From an optimization exercise on the open Yosys and OpenROAD flow, aimed at small area, a short achievable clock period and few clock cycles per item; shortcuts taken in it are not production practice. Only simulation tests tie the RTL to the original design; equivalence was not proved.

==> run a <==
==> flow/design.v <==
`timescale 1ns / 1ps
module convert_to_10 (
    input wire clk,
    input wire rst,
    input wire start,
    input wire [399:0] binary,
    output reg [3:0] decimal,
    output reg valid,
    output reg done
);
    localparam integer W  = 16;                
    localparam integer NB = (392 + W - 1) / W;  
    localparam integer WT = 392 - (NB - 1) * W;  
    reg  [391:0] v;                  
    reg  [2*NB-1:0] p;               
    reg  [3:0] jreg;                 
    reg        ereg;                 
    reg        run;
    reg  [7:0] cnt;
    wire [395:0] a = {1'b0, v, 3'b000};
    wire [395:0] b = {3'b000, v, 1'b0};
    wire [391:0] v_nx;
    wire [2*NB-1:0] p_nx;
    wire [3:0]   j_nx;
    genvar gi;
    generate
        for (gi = 0; gi < NB; gi = gi + 1) begin : blk
            localparam integer LO = gi * W;
            if (gi < NB - 1) begin : mid
                wire [1:0] pp = (gi == 0) ? 2'b00 : p[2*gi +: 2];
                wire [W+1:0] q = {{(W-3){1'b0}}, pp[1], pp[0], pp[1], pp[0], 1'b0};
                wire [W+1:0] s = {2'b00, a[LO +: W]} + {2'b00, b[LO +: W]} + q;
                assign v_nx[LO +: W] = s[W-1:0];
                assign p_nx[2*(gi+1) +: 2] = s[W+1:W];
            end else begin : top
                wire [1:0] pp = p[2*gi +: 2];
                wire [WT+3:0] q = {{(WT-1){1'b0}}, pp[1], pp[0], pp[1], pp[0], 1'b0};
                wire [WT+3:0] s = a[395:LO] + b[395:LO] + q;
                assign v_nx[391:LO] = s[WT-1:0];
                assign j_nx = s[WT+3:WT];
            end
        end
    endgenerate
    assign p_nx[1:0] = 2'b00;
    wire [NB-1:0] g0, pr0;
    generate
        for (gi = 0; gi < NB; gi = gi + 1) begin : gp
            localparam integer LO = gi * W;
            localparam integer HI = (gi < NB - 1) ? LO + W - 1 : 391;
            wire hi1 = &v[HI:LO+2];
            wire v1 = v[LO + 1];
            wire v0 = v[LO];
            wire p1 = (gi == 0) ? 1'b0 : p[2*gi + 1];
            wire p0 = (gi == 0) ? 1'b0 : p[2*gi];
            assign g0[gi]  = hi1 & v1 & (p1 | (p0 & v0));
            assign pr0[gi] = hi1 & ((~p1 & ~p0 & v1 & v0) | (p0 & v1 & ~v0) | (p1 & ~v1 & v0));
        end
    endgenerate
    localparam integer LV = 5;    
    wire [NB-1:0] gl [0:LV];
    wire [NB-1:0] pl [0:LV];
    assign gl[0] = g0;
    assign pl[0] = pr0;
    genvar gl_i, gl_l;
    generate
        for (gl_l = 0; gl_l < LV; gl_l = gl_l + 1) begin : lv
            for (gl_i = 0; gl_i < NB; gl_i = gl_i + 1) begin : el
                if ((gl_i % (2 << gl_l)) == 0 && gl_i + (1 << gl_l) < NB) begin : cmb
                    assign gl[gl_l+1][gl_i] = gl[gl_l][gl_i + (1 << gl_l)] |
                                              (pl[gl_l][gl_i + (1 << gl_l)] & gl[gl_l][gl_i]);
                    assign pl[gl_l+1][gl_i] = pl[gl_l][gl_i + (1 << gl_l)] & pl[gl_l][gl_i];
                end else begin : pass
                    assign gl[gl_l+1][gl_i] = gl[gl_l][gl_i];
                    assign pl[gl_l+1][gl_i] = pl[gl_l][gl_i];
                end
            end
        end
    endgenerate
    wire e = gl[LV][0];
    wire [3:0] digit = jreg + {3'b000, e} + {1'b0, ereg, ereg, 1'b0};
    always @(posedge clk) begin
        if (run) begin
            v <= v_nx;
            p <= p_nx;
        end else begin
            v <= binary[391:0];
            p <= 0;
        end
        jreg <= j_nx;
        ereg <= e;
        decimal <= run ? digit : binary[395:392];
    end
    always @(posedge clk) begin
        if (rst) begin
            run   <= 1'b0;
            cnt   <= 8'd0;
            valid <= 1'b0;
            done  <= 1'b0;
        end else begin
            valid <= start | (run & (cnt >= 8'd2));
            done  <= run & (cnt == 8'd150);
            if (run) begin
                cnt <= cnt + 8'd1;
                if (cnt == 8'd150) run <= 1'b0;
            end else if (start) begin
                run <= 1'b1;
                cnt <= 8'd1;
            end
        end
    end
endmodule
==> flow/run.sh <==
#!/bin/bash
# synth_recipe.tcl (not shown) runs the flow's synth.tcl, then flattens the netlist and writes it again
# the make line also repeats each setting of config.mk as NAME=value (left out here)
make -C /OpenROAD-flow-scripts/flow DESIGN_CONFIG=/design/flow/config.mk WORK_HOME=/design/flow/orfs CLKGATE_MAP_FILE= SYNTH_SCRIPT=/design/flow/synth_recipe.tcl finish
==> flow/config.mk <==
export PLATFORM = sky130hd
export DESIGN_NAME = convert_to_10
export DESIGN_NICKNAME = convert_to_10
export VERILOG_FILES = /design/flow/design.v
export SDC_FILE = /design/flow/constraint.sdc
export NUM_CORES = 4
export LEC_CHECK = 0
export CAP_MARGIN = 20
export CORE_MARGIN = 2
export CORE_UTILIZATION = 40
export SLEW_MARGIN = 20
==> flow/constraint.sdc <==
create_clock -name core_clock -period 10.0 [get_ports {clk}]
set_input_delay 2.0000 -clock core_clock [delete_from_list [all_inputs] [get_ports {clk}]]
set_output_delay 2.0000 -clock core_clock [all_outputs]
set_load 0.01 [all_outputs]
==> run b: changes against run a <==
--- a/flow/design.v
+++ b/flow/design.v
@@ -10,4 +10,4 @@
 );
-    localparam integer W  = 16;                
-    localparam integer NB = (392 + W - 1) / W;  
+    localparam integer W  = 10;                
+    localparam integer NB = 392 / W;              
     localparam integer WT = 392 - (NB - 1) * W;  
@@ -15,4 +15,4 @@
     reg  [2*NB-1:0] p;               
-    reg  [3:0] jreg;                 
-    reg        ereg;                 
+    reg  [3:0] jreg, jreg2;          
+    reg        ereg, ereg2;          
     reg        run;
@@ -24,3 +24,3 @@
     wire [3:0]   j_nx;
-    genvar gi;
+    genvar gi, gj, gk;
     generate
@@ -28,6 +28,27 @@
             localparam integer LO = gi * W;
+            localparam integer N  = (gi < NB - 1) ? W : WT + 4;    
+            wire [1:0]   pp = (gi == 0) ? 2'b00 : p[2*gi +: 2];
+            wire [N-1:0] ab = a[LO +: N];
+            wire [N-1:0] bb = b[LO +: N];
+            wire [N-1:0] qb = {{(N-5){1'b0}}, pp[1], pp[0], pp[1], pp[0], 1'b0};
+            wire [N:0]   x  = {1'b0, ab ^ bb ^ qb};
+            wire [N:0]   y  = {(ab & bb) | (ab & qb) | (bb & qb), 1'b0};
+            wire [N:0]   G [0:5];
+            wire [N:0]   P [0:5];
+            assign G[0] = x & y;
+            assign P[0] = x ^ y;
+            for (gj = 0; gj < 5; gj = gj + 1) begin : lv
+                for (gk = 0; gk <= N; gk = gk + 1) begin : el
+                    if ((gk >> gj) & 1) begin : c
+                        localparam integer J = ((gk >> gj) << gj) - 1;
+                        assign G[gj+1][gk] = G[gj][gk] | (P[gj][gk] & G[gj][J]);
+                        assign P[gj+1][gk] = P[gj][gk] & P[gj][J];
+                    end else begin : n
+                        assign G[gj+1][gk] = G[gj][gk];
+                        assign P[gj+1][gk] = P[gj][gk];
+                    end
+                end
+            end
+            wire [N+1:0] s = {G[5][N], P[0] ^ {G[5][N-1:0], 1'b0}};
             if (gi < NB - 1) begin : mid
-                wire [1:0] pp = (gi == 0) ? 2'b00 : p[2*gi +: 2];
-                wire [W+1:0] q = {{(W-3){1'b0}}, pp[1], pp[0], pp[1], pp[0], 1'b0};
-                wire [W+1:0] s = {2'b00, a[LO +: W]} + {2'b00, b[LO +: W]} + q;
                 assign v_nx[LO +: W] = s[W-1:0];
@@ -35,5 +56,2 @@
             end else begin : top
-                wire [1:0] pp = p[2*gi +: 2];
-                wire [WT+3:0] q = {{(WT-1){1'b0}}, pp[1], pp[0], pp[1], pp[0], 1'b0};
-                wire [WT+3:0] s = a[395:LO] + b[395:LO] + q;
                 assign v_nx[391:LO] = s[WT-1:0];
@@ -58,3 +76,3 @@
     endgenerate
-    localparam integer LV = 5;    
+    localparam integer LV = (NB > 32) ? 6 : (NB > 16) ? 5 : (NB > 8) ? 4 : 3;   
     wire [NB-1:0] gl [0:LV];
@@ -79,3 +97,3 @@
     wire e = gl[LV][0];
-    wire [3:0] digit = jreg + {3'b000, e} + {1'b0, ereg, ereg, 1'b0};
+    wire [3:0] digit = jreg2 + {3'b000, ereg} + {1'b0, ereg2, ereg2, 1'b0};
     always @(posedge clk) begin
@@ -88,4 +106,6 @@
         end
-        jreg <= j_nx;
-        ereg <= e;
+        jreg  <= j_nx;
+        jreg2 <= jreg;
+        ereg  <= e;
+        ereg2 <= ereg;
         decimal <= run ? digit : binary[395:392];
@@ -99,7 +119,7 @@
         end else begin
-            valid <= start | (run & (cnt >= 8'd2));
-            done  <= run & (cnt == 8'd150);
+            valid <= start | (run & (cnt >= 8'd3));
+            done  <= run & (cnt == 8'd151);
             if (run) begin
                 cnt <= cnt + 8'd1;
-                if (cnt == 8'd150) run <= 1'b0;
+                if (cnt == 8'd151) run <= 1'b0;
             end else if (start) begin
==> flow/flow/run.sh (new file) <==
#!/bin/bash
# Standard layout with: repair_timing aiming at 6.9 ns of setup slack, port buffers made of
# the smallest buffer cell, and clock tree synthesis without dummy loads.
set -euo pipefail
export BUFFER_PORTS_ARGS="-buffer_cell sky130_fd_sc_hd__buf_1"
export SETUP_SLACK_MARGIN=6.9
export CTS_ARGS="-sink_clustering_enable -repair_clock_nets -dont_use_dummy_load -buf_list {sky130_fd_sc_hd__clkbuf_16} -sink_clustering_size 24 -sink_clustering_max_diameter 70 -sink_clustering_levels 1"
bash standard.sh > standard_flow.log 2>&1
==> flow/standard.sh (new file) <==
#!/bin/bash
# synth_recipe.tcl (not shown) runs the flow's synth.tcl, then flattens the netlist and writes it again
# the make line also repeats each setting of config.mk as NAME=value (left out here)
make -C /OpenROAD-flow-scripts/flow DESIGN_CONFIG=/design/flow/config.mk WORK_HOME=/design/flow/orfs CLKGATE_MAP_FILE= SYNTH_SCRIPT=/design/flow/synth_recipe.tcl "${@:-finish}"
- ABC_AREA: unset -> 1
- CORE_UTILIZATION: 40 -> 70
- PLACE_DENSITY: unset -> 0.8
removed: flow/run.sh
==> run c: changes against run a <==
--- a/flow/design.v
+++ b/flow/design.v
@@ -10,4 +10,4 @@
 );
-    localparam integer W  = 16;                
-    localparam integer NB = (392 + W - 1) / W;  
+    localparam integer W  = 10;                
+    localparam integer NB = 392 / W;              
     localparam integer WT = 392 - (NB - 1) * W;  
@@ -15,4 +15,4 @@
     reg  [2*NB-1:0] p;               
-    reg  [3:0] jreg;                 
-    reg        ereg;                 
+    reg  [3:0] jreg, jreg2;          
+    reg        ereg, ereg2;          
     reg        run;
@@ -24,3 +24,3 @@
     wire [3:0]   j_nx;
-    genvar gi;
+    genvar gi, gj, gk;
     generate
@@ -28,6 +28,27 @@
             localparam integer LO = gi * W;
+            localparam integer N  = (gi < NB - 1) ? W : WT + 4;    
+            wire [1:0]   pp = (gi == 0) ? 2'b00 : p[2*gi +: 2];
+            wire [N-1:0] ab = a[LO +: N];
+            wire [N-1:0] bb = b[LO +: N];
+            wire [N-1:0] qb = {{(N-5){1'b0}}, pp[1], pp[0], pp[1], pp[0], 1'b0};
+            wire [N:0]   x  = {1'b0, ab ^ bb ^ qb};
+            wire [N:0]   y  = {(ab & bb) | (ab & qb) | (bb & qb), 1'b0};
+            wire [N:0]   G [0:5];
+            wire [N:0]   P [0:5];
+            assign G[0] = x & y;
+            assign P[0] = x ^ y;
+            for (gj = 0; gj < 5; gj = gj + 1) begin : lv
+                for (gk = 0; gk <= N; gk = gk + 1) begin : el
+                    if ((gk >> gj) & 1) begin : c
+                        localparam integer J = ((gk >> gj) << gj) - 1;
+                        assign G[gj+1][gk] = G[gj][gk] | (P[gj][gk] & G[gj][J]);
+                        assign P[gj+1][gk] = P[gj][gk] & P[gj][J];
+                    end else begin : n
+                        assign G[gj+1][gk] = G[gj][gk];
+                        assign P[gj+1][gk] = P[gj][gk];
+                    end
+                end
+            end
+            wire [N+1:0] s = {G[5][N], P[0] ^ {G[5][N-1:0], 1'b0}};
             if (gi < NB - 1) begin : mid
-                wire [1:0] pp = (gi == 0) ? 2'b00 : p[2*gi +: 2];
-                wire [W+1:0] q = {{(W-3){1'b0}}, pp[1], pp[0], pp[1], pp[0], 1'b0};
-                wire [W+1:0] s = {2'b00, a[LO +: W]} + {2'b00, b[LO +: W]} + q;
                 assign v_nx[LO +: W] = s[W-1:0];
@@ -35,5 +56,2 @@
             end else begin : top
-                wire [1:0] pp = p[2*gi +: 2];
-                wire [WT+3:0] q = {{(WT-1){1'b0}}, pp[1], pp[0], pp[1], pp[0], 1'b0};
-                wire [WT+3:0] s = a[395:LO] + b[395:LO] + q;
                 assign v_nx[391:LO] = s[WT-1:0];
@@ -58,3 +76,3 @@
     endgenerate
-    localparam integer LV = 5;    
+    localparam integer LV = (NB > 32) ? 6 : (NB > 16) ? 5 : (NB > 8) ? 4 : 3;   
     wire [NB-1:0] gl [0:LV];
@@ -79,3 +97,3 @@
     wire e = gl[LV][0];
-    wire [3:0] digit = jreg + {3'b000, e} + {1'b0, ereg, ereg, 1'b0};
+    wire [3:0] digit = jreg2 + {3'b000, ereg} + {1'b0, ereg2, ereg2, 1'b0};
     always @(posedge clk) begin
@@ -88,4 +106,6 @@
         end
-        jreg <= j_nx;
-        ereg <= e;
+        jreg  <= j_nx;
+        jreg2 <= jreg;
+        ereg  <= e;
+        ereg2 <= ereg;
         decimal <= run ? digit : binary[395:392];
@@ -99,7 +119,7 @@
         end else begin
-            valid <= start | (run & (cnt >= 8'd2));
-            done  <= run & (cnt == 8'd150);
+            valid <= start | (run & (cnt >= 8'd3));
+            done  <= run & (cnt == 8'd151);
             if (run) begin
                 cnt <= cnt + 8'd1;
-                if (cnt == 8'd150) run <= 1'b0;
+                if (cnt == 8'd151) run <= 1'b0;
             end else if (start) begin
==> flow/flow/run.sh (new file) <==
#!/bin/bash
# Standard layout with: repair_timing aiming at 6.9 ns of setup slack, port buffers made of
# the smallest buffer cell, and clock tree synthesis without dummy loads.
set -euo pipefail
export BUFFER_PORTS_ARGS="-buffer_cell sky130_fd_sc_hd__buf_1"
export SETUP_SLACK_MARGIN=6.9
export CTS_ARGS="-sink_clustering_enable -repair_clock_nets -dont_use_dummy_load -buf_list {sky130_fd_sc_hd__clkbuf_16} -sink_clustering_size 24 -sink_clustering_max_diameter 70"
bash standard.sh > standard_flow.log 2>&1
==> flow/standard.sh (new file) <==
#!/bin/bash
# synth_recipe.tcl (not shown) runs the flow's synth.tcl, then flattens the netlist and writes it again
# the make line also repeats each setting of config.mk as NAME=value (left out here)
make -C /OpenROAD-flow-scripts/flow DESIGN_CONFIG=/design/flow/config.mk WORK_HOME=/design/flow/orfs CLKGATE_MAP_FILE= SYNTH_SCRIPT=/design/flow/synth_recipe.tcl "${@:-finish}"
- CORE_UTILIZATION: 40 -> 70
- PLACE_DENSITY: unset -> 0.8
removed: flow/run.sh
==> impl_metrics.ini <==
[floorplanning]
core_um2 = 50100

[cells_and_area]
postLayoutCoreUtil_pct = 82.2
areaGrowthSynthToFinish_pct = 16.0

[routing]
drtPass1Iterations = 5
wl_met2_mm = 44.1

[sta]
period_needed_ns = 3.12
hold_slack_ns = 0.333

[run_status]
status = finished clean

[setup_path]
worstPathMaxFanout = 2
# the run above: run c

==> impl_metrics.ini <==
[run_status]
status = finished clean

[sta]
period_needed_ns = 4.64
hold_slack_ns = 0.504

[routing]
drtPass1Iterations = 7
wl_met2_mm = 47.4

[placed_design]
post-place-ws_ns = 5.33

[global_route]
grt_pass1_vias = 30589

[setup_path]
crit_chain = a21oi_1, or3_1, a2111o_1, o41ai_2, nor2_1, nor4_1, a21oi_1, o32ai_1, ha_1, inv_1, fa_1, xnor2_1, mux2_2
# the run above: run a

==> impl_metrics.ini <==
[run_status]
status = finished clean

[sta]
hold_viol_final = 0
setup_viol = 0
period_needed_ns = 3.03
hold_slack_ns = 0.327

[setup_path]
crit_path_start = decimal[2]
worstPathMaxFanout = 1
crit_family = flip-flops

[cells_and_area]
antenna_cells = 4
areaGrowthSynthToFinish_pct = 8.47
postLayoutCoreUtil_pct = 76.9

[min_path]
min_path_cells = 0

[routing]
drtPass1Iterations = 6
highest_layer = met5
wl_met2_mm = 36.6

[floorplanning]
core_um2 = 50200
taps = 672
# the run above: run b

Testbench counts of run a, summed over its fixed seeds: cycles 19,328, items 128.
Testbench counts of run b, summed over its fixed seeds: cycles 19,456, items 128.
Testbench counts of run c, summed over its fixed seeds: cycles 19,456, items 128.

## afterwards: timing with drivers on the ports
The results above use ideal ports. As a check the final layouts listed here were re-extracted and re-timed, cells and wires unchanged.
Step 1 assumes that a clkbuf_16 drives the clock port and a buf_2 every other input.
Step 2 times the ports against the registers' clock, not the clock port: input delays grow and output delays shrink by t, the midpoint of the rising clock arrivals with the driver on.
a / b / c = ideal ports / drivers / drivers and shift; a / b = the first two.
run	shift t [ns]	setup WS [ns]	hold WS [ns]	worst setup path at the end	slew at the worst register clock pin (ns)
run a	0.713	5.357 / 5.357 / 5.357	0.504 / 0.504 / 0.504	register to register	0.06 / 0.06
run b	0.626	6.966 / 6.904 / 7.005	0.327 / 0.327 / 0.327	input to register	0.09 / 0.09
run c	0.625	6.880 / 6.880 / 6.880	0.333 / 0.333 / 0.333	register to register	0.09 / 0.09
After both steps every run listed still meets setup and hold.
